What follows belongs to an exercise in optimizing a design on an open flow for small area; a production flow would make more cautious choices.
Function was checked by simulation only, so behaviour that the tests miss may differ from the original.
Power and IR drop assume default switching activity.

// uart
module uart 
(
    input wire clk_i, rst_i,
    input wire rx_i,
    output wire tx_o,
    output wire[7:0] data_o,
    output wire[1:0] status_o, 
    output wire baudEn_o, empty_o, rx_o
);
==> module uartTX, before the edit <==
module uartTX
(
	input wire clk_i, rst_i,
	input wire wr_i,
	input wire[7:0] data_i,
	output wire txDat_o, rdy_o
);
localparam [1:0] IDLE = 2'd0, SETUP_HOLD = 2'd1, START_SEND = 2'd2, DATA_SEND = 2'd3;
reg[1:0] state, nextState;
reg[9:0] sh;
wire baudTick;
wire full, empty;
wire capture;
wire[7:0] capData;
baudGenerator #(.RX(0)) baudGen (
	.clk_i  (clk_i),
	.rst_i  (rst_i),
	.en_i   (1'b1),
	.tick_o (baudTick),
	.tick2_o()
);
fifo FifoBuffer (
	.clk_i  (clk_i),
	.rst_i  (rst_i),
	.wr_i   (wr_i),
	.rd_i   (state == SETUP_HOLD),
	.data_i (data_i),
	.full_o (full),
	.empty_o(empty),
	.capture_o (capture),
	.cap_data_o(capData)
);
wire done = (sh == 10'd0);
wire sending = (state == DATA_SEND);
wire load = ((state == IDLE) | (sending & done)) & ~empty;
always @ (*) begin
	case (state)
		IDLE:       nextState = empty ? IDLE : SETUP_HOLD;
		SETUP_HOLD: nextState = START_SEND;
		START_SEND: nextState = baudTick ? DATA_SEND : START_SEND;
		default:    nextState = load ? SETUP_HOLD : DATA_SEND;
	endcase
end
always @ (posedge clk_i or posedge rst_i) begin
	if (rst_i)
		state <= IDLE;
	else
		state <= nextState;
end
always @ (posedge clk_i) begin
	if (load) begin
		sh[9] <= 1'b1;
		sh[0] <= 1'b0;
	end
	else if (sending & baudTick) begin
		sh[9] <= 1'b0;
		sh[0] <= sh[1];
	end
	if (capture)
		sh[8:1] <= capData;
	else if (sending & baudTick)
		sh[8:1] <= sh[9:2];
end
assign txDat_o = ~sending | done | sh[0];
assign rdy_o = ~full;
endmodule
==> module uartRX, before the edit <==
module uartRX
(
	input wire clk_i, rst_i,
	input wire dat_i, txFull_i,
	output wire datEn_o,
	output reg[7:0] dat_o,
	output reg[1:0] status_o,
	output wire baudEn_o, empty_o, rx_o
);
localparam [1:0] IDLE = 2'd0, RECV = 2'd1, STOP_RECV = 2'd2, LOAD = 2'd3;
reg[1:0] nextState;
reg[3:0] count;
reg bit1, bit2;
reg nonEmpty, keepD;
wire baudTick, baud2;
wire baudEn = status_o[0] ^ status_o[1];
wire done = ~count[3] & ~count[2] & ~count[0];
wire[3:0] nextCount = {count[2:0], ~(count[3] ^ count[2]) ^ (count[3] & count[0])};
wire keep = nonEmpty & txFull_i;
baudGenerator #(.RX(1)) baudGen (
	.clk_i  (clk_i),
	.rst_i  (rst_i),
	.en_i   (baudEn),
	.tick_o (baudTick),
	.tick2_o(baud2)
);
always @ (*) begin
	case (status_o)
		IDLE:      nextState = dat_i ? IDLE : RECV;
		RECV:      nextState = (done & dat_i) ? STOP_RECV : RECV;
		STOP_RECV: nextState = done ? STOP_RECV : LOAD;
		default:   nextState = IDLE;
	endcase
end
always @ (posedge clk_i or posedge rst_i) begin
	if (rst_i)
		status_o <= IDLE;
	else
		status_o <= nextState;
end
always @ (posedge clk_i) begin
	if (status_o == IDLE)
		count <= 4'd0;
	else if (baudTick)
		count <= nextCount;
end
wire shift2 = baudEn & baud2 & ~(count[0] & ~count[1] & ~count[3]);
always @ (posedge clk_i) begin
	bit1 <= dat_i;
	bit2 <= bit1;
	keepD <= keep;
end
always @ (posedge clk_i or posedge rst_i) begin
	if (rst_i) begin
		nonEmpty <= 1'b0;
		dat_o <= 8'hFF;
	end
	else begin
		nonEmpty <= (status_o == LOAD) | keep;
		if (shift2 & ~keepD)
			dat_o <= {bit2, dat_o[7:1]};
	end
end
assign datEn_o = nonEmpty;
assign baudEn_o = baudEn;
assign empty_o = ~nonEmpty;
assign rx_o = dat_i;
endmodule
clock: 10.0 ns
lec_check: 0
cap_margin: 20
core_margin: 2
core_utilization: 40
slew_margin: 20
standard.sh (not shown) runs the stock make flow with config.mk's settings and CLKGATE_MAP_FILE= SYNTH_SCRIPT=/design/flow/synth_recipe.tcl, a recipe that flattens the netlist after the stock synthesis.
==> flow/flow/run.sh <==
#!/bin/bash
# Standard synthesis, then the standard layout (standard.sh) with two
# changes that only affect buffers, not the design's logic or registers:
#  - port buffers use sky130_fd_sc_hd__buf_1 (instead of the resizer's pick);
#  - clock tree built from sky130_fd_sc_hd__clkbuf_4 without dummy loads.
# Each step's output goes to its own log here; ORFS's per-step logs are under
# orfs/logs/.
set -uo pipefail
bash standard.sh synth > synth.log 2>&1 || exit 1
bash standard.sh \
  'CTS_ARGS=-sink_clustering_enable -repair_clock_nets -dont_use_dummy_load -buf_list sky130_fd_sc_hd__clkbuf_4 -root_buf sky130_fd_sc_hd__clkbuf_4' \
  'BUFFER_PORTS_ARGS=-buffer_cell sky130_fd_sc_hd__buf_1' \
  finish > layout.log 2>&1
Next try:
--- a/flow/design.v
+++ b/flow/design.v
@@ -92,5 +92,5 @@
 	output wire txDat_o, rdy_o
 );
-localparam [1:0] IDLE = 2'd0, SETUP_HOLD = 2'd1, START_SEND = 2'd2, DATA_SEND = 2'd3;
+localparam [1:0] IDLE = 2'b00, SETUP_HOLD = 2'b01, START_SEND = 2'b11, DATA_SEND = 2'b10;
 reg[1:0] state, nextState;
 reg[9:0] sh;
@@ -158,14 +158,15 @@
 	output wire datEn_o,
 	output reg[7:0] dat_o,
-	output reg[1:0] status_o,
+	output wire[1:0] status_o,
 	output wire baudEn_o, empty_o, rx_o
 );
-localparam [1:0] IDLE = 2'd0, RECV = 2'd1, STOP_RECV = 2'd2, LOAD = 2'd3;
-reg[1:0] nextState;
+localparam [1:0] IDLE = 2'b00, RECV = 2'b10, STOP_RECV = 2'b11, LOAD = 2'b01;
+reg[1:0] state, nextState;
 reg[3:0] count;
 reg bit1, bit2;
 reg nonEmpty, keepD;
 wire baudTick, baud2;
-wire baudEn = status_o[0] ^ status_o[1];
+wire baudEn = state[1];
+assign status_o = {state[0], state[1] ^ state[0]};
 wire done = ~count[3] & ~count[2] & ~count[0];
 wire[3:0] nextCount = {count[2:0], ~(count[3] ^ count[2]) ^ (count[3] & count[0])};
@@ -179,5 +180,5 @@
 );
 always @ (*) begin
-	case (status_o)
+	case (state)
 		IDLE:      nextState = dat_i ? IDLE : RECV;
 		RECV:      nextState = (done & dat_i) ? STOP_RECV : RECV;
@@ -188,10 +189,10 @@
 always @ (posedge clk_i or posedge rst_i) begin
 	if (rst_i)
-		status_o <= IDLE;
+		state <= IDLE;
 	else
-		status_o <= nextState;
-end
-always @ (posedge clk_i) begin
-	if (status_o == IDLE)
+		state <= nextState;
+end
+always @ (posedge clk_i) begin
+	if (state == IDLE)
 		count <= 4'd0;
 	else if (baudTick)
@@ -210,5 +211,5 @@
 	end
 	else begin
-		nonEmpty <= (status_o == LOAD) | keep;
+		nonEmpty <= (state == LOAD) | keep;
 		if (shift2 & ~keepD)
 			dat_o <= {bit2, dat_o[7:1]};
After rerunning:
- combinational power falls by about 5%
- total power increases by about 0.35%
- synthesized area goes down by 4.1%
- clock-buffer cell count stays the same
- worst hold slack gets better by 0.012 ns
- final cell count went down by 7.5%
- flip-flop and latch count does not change
- clock power is about the same
- fmax went down by 1.2%

==> afterwards: timing with drivers on the ports <==
In the flow no input, the clock included, has a driving cell. The finished layouts below were timed again as built, in two steps.
Step 1, drivers: a clkbuf_16 drives clk_i and a buf_2 each remaining input, both assumed.
Step 2 moves the port delays by t, midway between the first and last clock arrival at a register: inputs arrive t later, outputs are due t later. That takes back most of the time a late clock gives input paths.
Slacks: ideal ports / drivers / drivers and shift; pairs: ideal ports / drivers.
run | t (ns) | setup WS [ns] | hold WS [ns] | worst register clock-pin slew, ns
the first run | 0.478 | 5.710 / 5.688 / 5.688 | 0.294 / 0.294 / 0.294 | 0.12 / 0.12
the second run | 0.491 | 5.659 / 5.632 / 5.632 | 0.306 / 0.306 / 0.306 | 0.11 / 0.11
After both steps setup and hold are still met in every run listed. For the second run, which loses most, drivers alone change the setup slack by -0.027 ns; drivers and shift together by -0.027 ns.
